From an optimization exercise on the open Yosys and OpenROAD flow, aimed at small area; shortcuts taken in it are not production practice.
Function was checked by simulation only, so behaviour that the tests miss may differ from the original.
Power is estimated from default activity; no workload was simulated.

## run A
==> flow/design.v (excerpt) <==
module mb_slave(
	input  clk,
	input  rst_n,
	input  uart_rxd,
	output uart_txd
);
reg  [7:0]   pos;         
reg  [255:0] ring;        
reg  [15:0]  cring;       
reg          bw;          
reg  [8:0]   t;           
reg  [3:0]   b;           
reg  [3:0]   n;           
reg          act;         
reg          tx;          
reg          clr;         
reg          txo;         
reg          ok;          
reg          nxt;         
wire rxd = uart_rxd;
wire b9      = b[3] & b[0];
wire b0      = ~b[3] & ~b[2] & ~b[1] & ~b[0];
wire databit = ~b9 & ~b0;                      
wire t_end   = t[8] & t[7] & t[5] & t[4] & (tx ? t[1] : t[0]);  
wire win     = t[8] ^ t[7];                    
wire cend    = act & b9 & (tx ? t_end : (t[8] & t[7]));
wire ring_out = ring[255];
wire c_out    = cring[15];
wire x    = ~(n[0] ^ tx) ^ b[3];
wire eqc  = (pos[3:0] == {x, b[2:0]});              
wire eqr  = c_out & (pos[7:3] == {n[1], x, b[2:0]});  
wire n01   = ~n[3] & ~n[2] & ~n[1];
wire n23   = ~n[3] & ~n[2] &  n[1];
wire n4    = ~n[3] &  n[2] & ~n[1] & ~n[0];
wire n5    = ~n[3] &  n[2] & ~n[1] &  n[0];
wire n7    = ~n[3] &  n[2] &  n[1] &  n[0];
wire ndata = (~n[3] & n[2] & n[1]) | (n[3] & ~n[2] & ~n[1]);   
wire nval  = n[3] & n[2];                                       
wire fend  = tx ? (~n[3] & n[0]) : (n[3] & n[1] & n[0]);
wire rd    = nxt;
wire go_tx = ~tx & ok & rd & n7;
wire freeze = ~tx & ~ok & n5;                  
wire dwin0 = t[8] & ~t[7] & ~t[6] & ~t[5] & ~t[4];    
wire dwin1 = t[8] & ~t[7] & ~t[6] & ~t[5] &  t[4];    
wire ph1   = (pos[3:0] == 4'd1);
wire skipc = act & freeze & b9 & ph1;
wire trig  = skipc & dwin0;
  ...
Size: ~520 cells after synthesis, ~300 flip-flops, roughly 4 I/O pins, about 0.0071 mm² of cells after synthesis.
clock: 20.0 ns
lec_check: 0
cap_margin: 20
core_margin: 2
core_utilization: 60
cts_buf_list: sky130_fd_sc_hd__clkbuf_8
cts_cluster_diameter: 50
cts_cluster_size: 18
place_density: 0.75
slew_margin: 20
standard.sh (not shown) runs the stock make flow with config.mk's settings and CLKGATE_MAP_FILE= SYNTH_SCRIPT=/design/flow/synth_recipe.tcl, a recipe that flattens the netlist after the stock synthesis.
==> flow/flow/run.sh <==
#!/bin/bash
# Own flow: the standard layout (standard.sh) with one change to synthesis:
# the combinational logic is mapped by ABC with an area-oriented script and
# without the half-adder mapping. Flip-flops are mapped exactly as in the
# standard synthesis (synth_recipe.tcl is sourced unchanged), so register names
# and cell types are the standard synthesis's.
set -euo pipefail
W=$(pwd)

cat > "$W/area.abc" <<'EOT'
strash
dch -f
map -a
topo
EOT

cat > "$W/area_synth.tcl" <<EOT
proc abc {args} {
  set out {}
  set skip 0
  foreach a \$args {
    if {\$skip} { set skip 0; continue }
    if {\$a eq "-script" || \$a eq "-D" || \$a eq "-constr"} { set skip 1; continue }
    lappend out \$a
  }
  yosys abc {*}\$out -script $W/area.abc
}
source $W/synth_recipe.tcl
EOT

sed -e "s#SYNTH_SCRIPT=[^ ]*#SYNTH_SCRIPT=$W/area_synth.tcl ADDER_MAP_FILE=#" "$W/standard.sh" > "$W/area_standard.sh"
grep -q "SYNTH_SCRIPT=$W/area_synth.tcl" "$W/area_standard.sh"

# Clock tree without dummy loads; one small buffer on each port.
export CTS_ARGS="-sink_clustering_enable -repair_clock_nets -dont_use_dummy_load -buf_list sky130_fd_sc_hd__clkbuf_8 -sink_clustering_size 20 -sink_clustering_max_diameter 40"
export BUFFER_PORTS_ARGS="-buffer_cell sky130_fd_sc_hd__buf_1"

bash "$W/area_standard.sh" > "$W/flow_make.log" 2>&1
test -f "$W/out/final.def"
Here is what was changed in the inputs of run B compared with run A.
diff --git a/flow/flow/run.sh b/flow/flow/run.sh
--- a/flow/flow/run.sh
+++ b/flow/flow/run.sh
@@ -34,3 +34,3 @@
 # Clock tree without dummy loads; one small buffer on each port.
-export CTS_ARGS="-sink_clustering_enable -repair_clock_nets -dont_use_dummy_load -buf_list sky130_fd_sc_hd__clkbuf_8 -sink_clustering_size 20 -sink_clustering_max_diameter 40"
+export CTS_ARGS="-sink_clustering_enable -repair_clock_nets -dont_use_dummy_load -buf_list sky130_fd_sc_hd__clkbuf_16 -sink_clustering_size 32 -sink_clustering_max_diameter 60"
 export BUFFER_PORTS_ARGS="-buffer_cell sky130_fd_sc_hd__buf_1"
==> comparison <==
- On proportion of cell area occupied by multi-input gates, run B and run A are neck and neck.
- The final reports for run B and run A show final critical-path share of the clock period lower in the former.
- Setup slack: run B higher than run A
- Sequential share of power (higher): run A
- Relative to run A, run B improves clock skew.
- Between run B and run A, the final-layout non-clock buffer area share does not differ in any meaningful way.
- Run B improves on run A in time the final worst path needs with I/O delays and setup.
- Per the comparison of run B with run A, via count decreased by 2.0% relative to the old numbers; fraction of area in registers higher; fraction of the mapped netlist area in compound gates did not really move; worst hold margin went up 0.012 ns.
What run C does differently from run B at the input level:
diff --git a/flow/flow/run.sh b/flow/flow/run.sh
--- a/flow/flow/run.sh
+++ b/flow/flow/run.sh
@@ -34,3 +34,3 @@
 # Clock tree without dummy loads; one small buffer on each port.
-export CTS_ARGS="-sink_clustering_enable -repair_clock_nets -dont_use_dummy_load -buf_list sky130_fd_sc_hd__clkbuf_16 -sink_clustering_size 32 -sink_clustering_max_diameter 60"
+export CTS_ARGS="-sink_clustering_enable -repair_clock_nets -dont_use_dummy_load -buf_list sky130_fd_sc_hd__clkbuf_4 -sink_clustering_size 12 -sink_clustering_max_diameter 32"
 export BUFFER_PORTS_ARGS="-buffer_cell sky130_fd_sc_hd__buf_1"
Results
Sort run B and run C by total number of vias, ascending, and run B comes first. Per the comparison of run C with run B, met2 usage in global routing went down by 1.0 points, total track usage went up by 0.49 points, clock transition at the registers of the reported paths was more or less identical, maximum number of pins on one net before global-route repair went down by 20. Relative to run B, first-pass GRT wire length has increased by 2.4% in run C. Growth of design area from synthesis to finish: higher on run B. Higher maximum clock rate among run B and run C: run B. met1 layer wirelength in the final routing on run C is up relative to run B.
Input changes introduced in run D (baseline for comparison: run C):
diff --git a/flow/flow/run.sh b/flow/flow/run.sh
--- a/flow/flow/run.sh
+++ b/flow/flow/run.sh
@@ -34,3 +34,3 @@
 # Clock tree without dummy loads; one small buffer on each port.
-export CTS_ARGS="-sink_clustering_enable -repair_clock_nets -dont_use_dummy_load -buf_list sky130_fd_sc_hd__clkbuf_4 -sink_clustering_size 12 -sink_clustering_max_diameter 32"
+export CTS_ARGS="-sink_clustering_enable -repair_clock_nets -dont_use_dummy_load -buf_list sky130_fd_sc_hd__clkbuf_2 -sink_clustering_size 7 -sink_clustering_max_diameter 25"
 export BUFFER_PORTS_ARGS="-buffer_cell sky130_fd_sc_hd__buf_1"
==> run notes <==
Design area of run D is on par with run C.
Compared with run C, run D degrades routed wire length.
When run D is set beside run C, its number of vias after detailed routing turns out to be 2.2% larger.
Compared with run C, run D shows a average routed wire per standard cell that is about 0.47% higher.
[diff] clock period minus worst slack, run D relative to run C: regression
Compared with run C, run D is the less power-hungry design.
Run C and run D ended up with nearly the same core utilization of the finished layout.
Run D against run C; cell count is up by a few percent.
Changes observed in run D relative to run C: largest voltage drop on the vdd net saw an increase, multi-input gate share of the layout cell area saw little to no change, final worst-path setup slack saw a decrease.

## afterwards: timing with drivers on the ports
No port has a modelled driver above. Below, the same layouts with a new extraction and two added sets of constraints. Step 1: set_driving_cell puts a clkbuf_16 on clk and a buf_2 on each other input, an assumption about the parent block. Step 2 adds t to the input delays and takes it off the output delays; t is the mean of the earliest and latest rising clock arrival at the registers after step 1. Input paths then give back, and output paths get back, about the clock's delay inside the block. Three values: ideal ports, drivers, drivers and shift; two values: the first two.
| run | t, ns | setup slack, ns | hold WS [ns] | worst register clock-pin slew, ns | worst slew at a driven data input, ns |
|---|---|---|---|---|---|
| run A | 0.539 | 14.822 / 14.791 / 14.669 | 0.268 / 0.268 / 0.268 | 0.10 / 0.10 | 0.03 |
| run B | 0.490 | 14.892 / 14.856 / 14.708 | 0.280 / 0.280 / 0.280 | 0.11 / 0.11 | 0.03 |
| run C | 0.593 | 14.807 / 14.773 / 14.664 | 0.255 / 0.255 / 0.255 | 0.12 / 0.12 | 0.03 |
| run D | 0.729 | 14.661 / 14.627 / 14.625 | 0.244 / 0.244 / 0.244 | 0.12 / 0.12 | 0.03 |
After both steps setup and hold are still met in every run listed. For run B, which loses most, drivers alone change the setup slack by -0.036 ns; drivers and shift together by -0.184 ns.
